What follows belongs to an exercise in optimizing a design on an open flow for small area and a short achievable clock period; a production flow would make more cautious choices. Function was checked by simulation only, so behaviour that the tests miss may differ from the original. Power and IR drop assume default switching activity.

==> inputs of fjord <==
==> flow/design.v (excerpt) <==
module rr_arbiter(clk, resetb, ack, request, grant);
	parameter integer WIDTH = 64;
	localparam integer LOGW = 6;
	input clk, resetb, ack;
	input [WIDTH - 1:0] request;
	output [WIDTH - 1:0] grant;
	wire            valid;
	wire [LOGW-1:0] last;
	wire            any;
	wire [LOGW-1:0] idx;
	arbiter arbiter(.req(request), .last(last), .any(any), .idx(idx));
	register #(.LOGW(LOGW)) state(.clk(clk), .rst(resetb), .ack(ack), .any(any), .idx(idx), .valid(valid), .last(last));
	decoder #(.WIDTH(WIDTH), .LOGW(LOGW)) final_decoder(.valid(valid), .in(last), .out(grant));
endmodule
Settings: LEC_CHECK=0, CAP_MARGIN=20, CORE_MARGIN=2, CORE_UTILIZATION=40, CTS_BUF_LIST=sky130_fd_sc_hd__clkbuf_2, CTS_CLUSTER_SIZE=30, SETUP_SLACK_MARGIN=4.2, SLEW_MARGIN=20; clock period 8.0 ns.
standard.sh (not shown) runs the stock make flow with config.mk's settings and CLKGATE_MAP_FILE= SYNTH_SCRIPT=/design/flow/synth_recipe.tcl, a recipe that flattens the netlist after the stock synthesis.
==> flow/flow/run.sh <==
#!/bin/bash
# The standard layout with three changes:
# - Yosys's ABC maps the logic with flow/abc.script (one area-recovering
#   mapping after choice computation, then ABC's load-aware buffering and
#   sizing) instead of ORFS's speed script; the
#   rest of the synthesis, synth_recipe.tcl included, is unchanged.
# - The slow OR-type cells (a NOR plus an inverter in one cell, with a weak
#   stacked pull-up) are kept out of synthesis and repair.
# - The port buffers are plain buf_1 cells.
set -euo pipefail
here=$PWD
slow=""
for c in or3 or3b or4 or4b or4bb o41a; do
  for s in 1 2 4; do slow="$slow sky130_fd_sc_hd__${c}_$s"; done
done
cp config.mk flow_config.mk
echo "export DONT_USE_CELLS += $slow" >> flow_config.mk
cat > flow_synth.tcl <<EOT
proc abc {args} {
  set i [lsearch -exact \$args -script]
  if {\$i >= 0} { set args [lreplace \$args \$i [expr {\$i + 1}] -script $here/flow/abc.script] }
  yosys abc {*}\$args
}
source $here/synth_recipe.tcl
EOT
sed -e "s#DESIGN_CONFIG=[^ ]*#DESIGN_CONFIG=$here/flow_config.mk#" \
    -e "s#SYNTH_SCRIPT=[^ ]*#SYNTH_SCRIPT=$here/flow_synth.tcl#" standard.sh > flow_standard.sh
export BUFFER_PORTS_ARGS="-buffer_cell sky130_fd_sc_hd__buf_1"
bash flow_standard.sh > standard.log 2>&1
==> flow/flow/abc.script <==
&get -n
&st
&syn2
&dch -f
&nf -a -R 1000
&put
buffer -c
topo
stime -c
upsize -c
dnsize -c
==> indigo: changes against fjord <==
--- a/flow/flow/run.sh
+++ b/flow/flow/run.sh
@@ -2,6 +2,5 @@
 # The standard layout with three changes:
 # - Yosys's ABC maps the logic with flow/abc.script (one area-recovering
-#   mapping after choice computation, then ABC's load-aware buffering and
-#   sizing) instead of ORFS's speed script; the
+#   mapping after choice computation) instead of ORFS's speed script; the
 #   rest of the synthesis, synth_recipe.tcl included, is unchanged.
 # - The slow OR-type cells (a NOR plus an inverter in one cell, with a weak
==> flow/flow/abc.script (replaced) <==
&get -n
&st
&syn2
&dch -f
&nf -a
&put
CTS_BUF_LIST = default   (was sky130_fd_sc_hd__clkbuf_2)
CTS_CLUSTER_SIZE = default   (was 30)
SETUP_SLACK_MARGIN = 4.0   (was 4.2)
==> notes <==
- Of indigo and fjord, fjord has the higher fmax (gap 5.7%, measured against fjord).
- Between indigo and fjord, the lower hold slack is in indigo (gap 0.0068 ns).
- In indigo the cell count is lower than in fjord, by about 4.6%.
- Combinational power: fjord is higher than indigo (11%).
- Against fjord, the area after synthesis of indigo is lower by about 0.22%.
==> figures <==
metric                                                                             fjord                  indigo
Outcome                                                                   finished clean          finished clean
Count of multi-input combinational gates                                             360                     326
Fraction of layout instances using a drive strength above 1                        6.78%                   5.93%
Final min period                                                                 3.62 ns                 3.84 ns
Number of logic stages on the critical path including buffering                        4                       9
Mean routed wirelength per cell                                             16.8 microns            17.2 microns
Non-clock buffer share                                                             17.4%                   16.8%
Portion of total power attributed to sequential cells                              19.3%                   22.5%
Met2 WL post-DR                                                             4530 microns            4480 microns
Endpoint class of the critical path                                          output port                register
Most common library cell in the layout ignoring fill and taps    sky130_fd_sc_hd__nor2_1  sky130_fd_sc_hd__buf_1
Depth of the worst register-to-register path                                          11                       8

========
==> violet <==
rr_arbiter again, from the RTL that the note above started with.
==> module decoder, before the edit <==
module decoder
# (
    parameter WIDTH = 64,
    parameter LOGW = 6
)
(
    input              valid,
    input  [LOGW-1:0]  in,
    output [WIDTH-1:0] out
);
    localparam H = LOGW / 2;
    localparam N = 1 << H;
    wire [N-1:0] hi = {{(N-1){1'b0}}, valid} << in[LOGW-1:H];
    wire [N-1:0] lo = {{(N-1){1'b0}}, 1'b1} << in[H-1:0];
    genvar i;
    generate
        for (i = 0; i < WIDTH; i = i + 1) begin : dec
            assign out[i] = hi[i / N] & lo[i % N];
        end
    endgenerate
endmodule
export LEC_CHECK = 0
export CAP_MARGIN = 20
export CORE_MARGIN = 2
export CORE_UTILIZATION = 40
export GPL_TIMING_DRIVEN = 1
export SETUP_SLACK_MARGIN = 4.3
export SLEW_MARGIN = 20
create_clock -name core_clock -period 8.0 [get_ports {clk}]
==> flow/flow/run.sh <==
#!/bin/bash
# The standard layout, with two changes: the port buffers are plain buf_1
# cells, and the slow OR-type cells (an OR is a NOR plus an inverter in one
# cell, with a weak stacked pull-up) are kept out of synthesis and repair.
set -euo pipefail
slow=""
for c in or3 or3b or4 or4b or4bb o41a; do
  for s in 1 2 4; do slow="$slow sky130_fd_sc_hd__${c}_$s"; done
done
cp config.mk flow_config.mk
echo "export DONT_USE_CELLS += $slow" >> flow_config.mk
sed "s#DESIGN_CONFIG=[^ ]*#DESIGN_CONFIG=$PWD/flow_config.mk#" standard.sh > flow_standard.sh
export BUFFER_PORTS_ARGS="-buffer_cell sky130_fd_sc_hd__buf_1"
bash flow_standard.sh > standard.log 2>&1
==> sierra: changes against violet <==
--- a/flow/design.v
+++ b/flow/design.v
@@ -238,14 +238,10 @@
     input  [LOGW-1:0]  in,
     output [WIDTH-1:0] out
 );
-    localparam H = LOGW / 2;
-    localparam N = 1 << H;
-    wire [N-1:0] hi = {{(N-1){1'b0}}, valid} << in[LOGW-1:H];
-    wire [N-1:0] lo = {{(N-1){1'b0}}, 1'b1} << in[H-1:0];
     genvar i;
     generate
         for (i = 0; i < WIDTH; i = i + 1) begin : dec
-            assign out[i] = hi[i / N] & lo[i % N];
+            assign out[i] = valid & (in == i);
         end
     endgenerate
 endmodule
--- a/flow/config.mk
+++ b/flow/config.mk
@@ -8,6 +8,5 @@
 export CAP_MARGIN = 20
 export CORE_MARGIN = 2
 export CORE_UTILIZATION = 40
-export GPL_TIMING_DRIVEN = 1
-export SETUP_SLACK_MARGIN = 4.3
+export SETUP_SLACK_MARGIN = 5.0
 export SLEW_MARGIN = 20
==> amber: changes against violet <==
--- a/flow/design.v
+++ b/flow/design.v
@@ -238,14 +238,10 @@
     input  [LOGW-1:0]  in,
     output [WIDTH-1:0] out
 );
-    localparam H = LOGW / 2;
-    localparam N = 1 << H;
-    wire [N-1:0] hi = {{(N-1){1'b0}}, valid} << in[LOGW-1:H];
-    wire [N-1:0] lo = {{(N-1){1'b0}}, 1'b1} << in[H-1:0];
     genvar i;
     generate
         for (i = 0; i < WIDTH; i = i + 1) begin : dec
-            assign out[i] = hi[i / N] & lo[i % N];
+            assign out[i] = valid & (in == i);
         end
     endgenerate
 endmodule
--- a/flow/config.mk
+++ b/flow/config.mk
@@ -8,6 +8,5 @@
 export CAP_MARGIN = 20
 export CORE_MARGIN = 2
 export CORE_UTILIZATION = 40
-export GPL_TIMING_DRIVEN = 1
-export SETUP_SLACK_MARGIN = 4.3
+export SETUP_SLACK_MARGIN = 4.6
 export SLEW_MARGIN = 20
==> summary of the runs <==
- Non-clock buffer count, highest first: sierra, amber, violet.
- The highest worst hold slack belongs to sierra, the lowest to violet.
- Worst setup slack: violet < sierra < amber.
- Clock skew, highest first: amber, sierra, violet.
- The lowest clock power belongs to violet, the highest to sierra.
- Between violet and amber, the lower via count is in violet (gap 7.9%, measured against amber).
- Design area, highest first: sierra, amber, violet.
- In sequential cell count, amber and violet do not differ.
- In sierra the power is higher than in amber, by about 70%.
- In amber the die area is higher than in violet, by about 8%.
- In violet the area after synthesis is lower than in sierra, by about 8%.
==> figures <==
Critical Path Source: sierra request[53]; violet request[62]; amber request[13]
Number of inverters outside the clock class in the layout: sierra 23; violet 19; amber 23
Met2 track utilization from global routing: sierra 59.3%; violet 47.8%; amber 49.7%
Number of vias in the routed layout: sierra 4169; violet 3339; amber 3626
First DRT Iteration DRCs: sierra 261; violet 215; amber 197
Die extent in y: sierra 84.2 microns; violet 80.9 microns; amber 84.2 microns
Number of combinational gates with multiple inputs: sierra 343; violet 334; amber 340
Footprint of the flip-flops and latches: sierra 199 sq um; violet 190 sq um; amber 201 sq um
Maximum fanout count along the critical path: sierra 6; violet 5; amber 5
Outcome: sierra timing/DRC/antenna clean; violet timing/DRC/antenna clean; amber timing/DRC/antenna clean
Mean instance size in the synthesized netlist: sierra 6.62 sq um; violet 6.31 sq um; amber 6.62 sq um
Total power divided by cell area: sierra 208 nW/um^2; violet 237 nW/um^2; amber 161 nW/um^2
Share of the synthesized area in the top cell type: sierra 15.5%; violet 16.6%; amber 15.5%
Global-route track usage on met1: sierra 39.2%; violet 34.5%; amber 34.3%
Critical Path AT: sierra 3590 ps; violet 3760 ps; amber 3570 ps
Average wire per standard cell: sierra 20.5 microns; violet 16.2 microns; amber 17.2 microns
Switching Fraction: sierra 50.9%; violet 55.5%; amber 52.0%
Layout-to-synthesis area ratio: sierra 1.888x; violet 1.267x; amber 1.464x
Clock network power: sierra 0.0506 mW; violet 0.0486 mW; amber 0.0497 mW
Worst Reg-to-Reg Cells: sierra 9; violet 8; amber 9
Fraction of layout instances using a drive strength above 1: sierra 56.1%; violet 7.66%; amber 26.2%
Layout filler cell count: sierra 392; violet 637; amber 618
Placement Rows: sierra 29; violet 28; amber 29

[separate check: timing with driven ports]
No port has a modelled driver above. Below, the same layouts with a new extraction and two added sets of constraints.
Step 1 assumes that a clkbuf_16 drives the clock port and a buf_2 every other input.
Step 2 times the ports against the registers' clock, not the clock port: input delays grow and output delays shrink by t, the midpoint of the rising clock arrivals with the driver on.
a / b / c = ideal ports / drivers / drivers and shift; a / b = the first two.
run | shift t [ns] | setup WS [ns] | clock arrival spread, ns | worst slew at a driven data input, ns | cell pins on the clock port's net
fjord | 0.247 | 4.377 / 4.361 / 4.127 | 0.014 / 0.013 | 0.04 | 1
indigo | 0.239 | 4.157 / 4.154 / 3.914 | 0.004 / 0.003 | 0.03 | 1
violet | 0.244 | 4.382 / 4.382 / 4.138 | 0.001 / 0.001 | 0.04 | 1
sierra | 0.243 | 4.543 / 4.525 / 4.282 | 0.003 / 0.002 | 0.06 | 1
amber | 0.246 | 4.568 / 4.566 / 4.320 | 0.003 / 0.003 | 0.06 | 1
After both steps setup and hold are still met in every run listed. The setup slack of sierra, which loses most, moves by -0.018 ns with the drivers and by -0.261 ns with both steps.
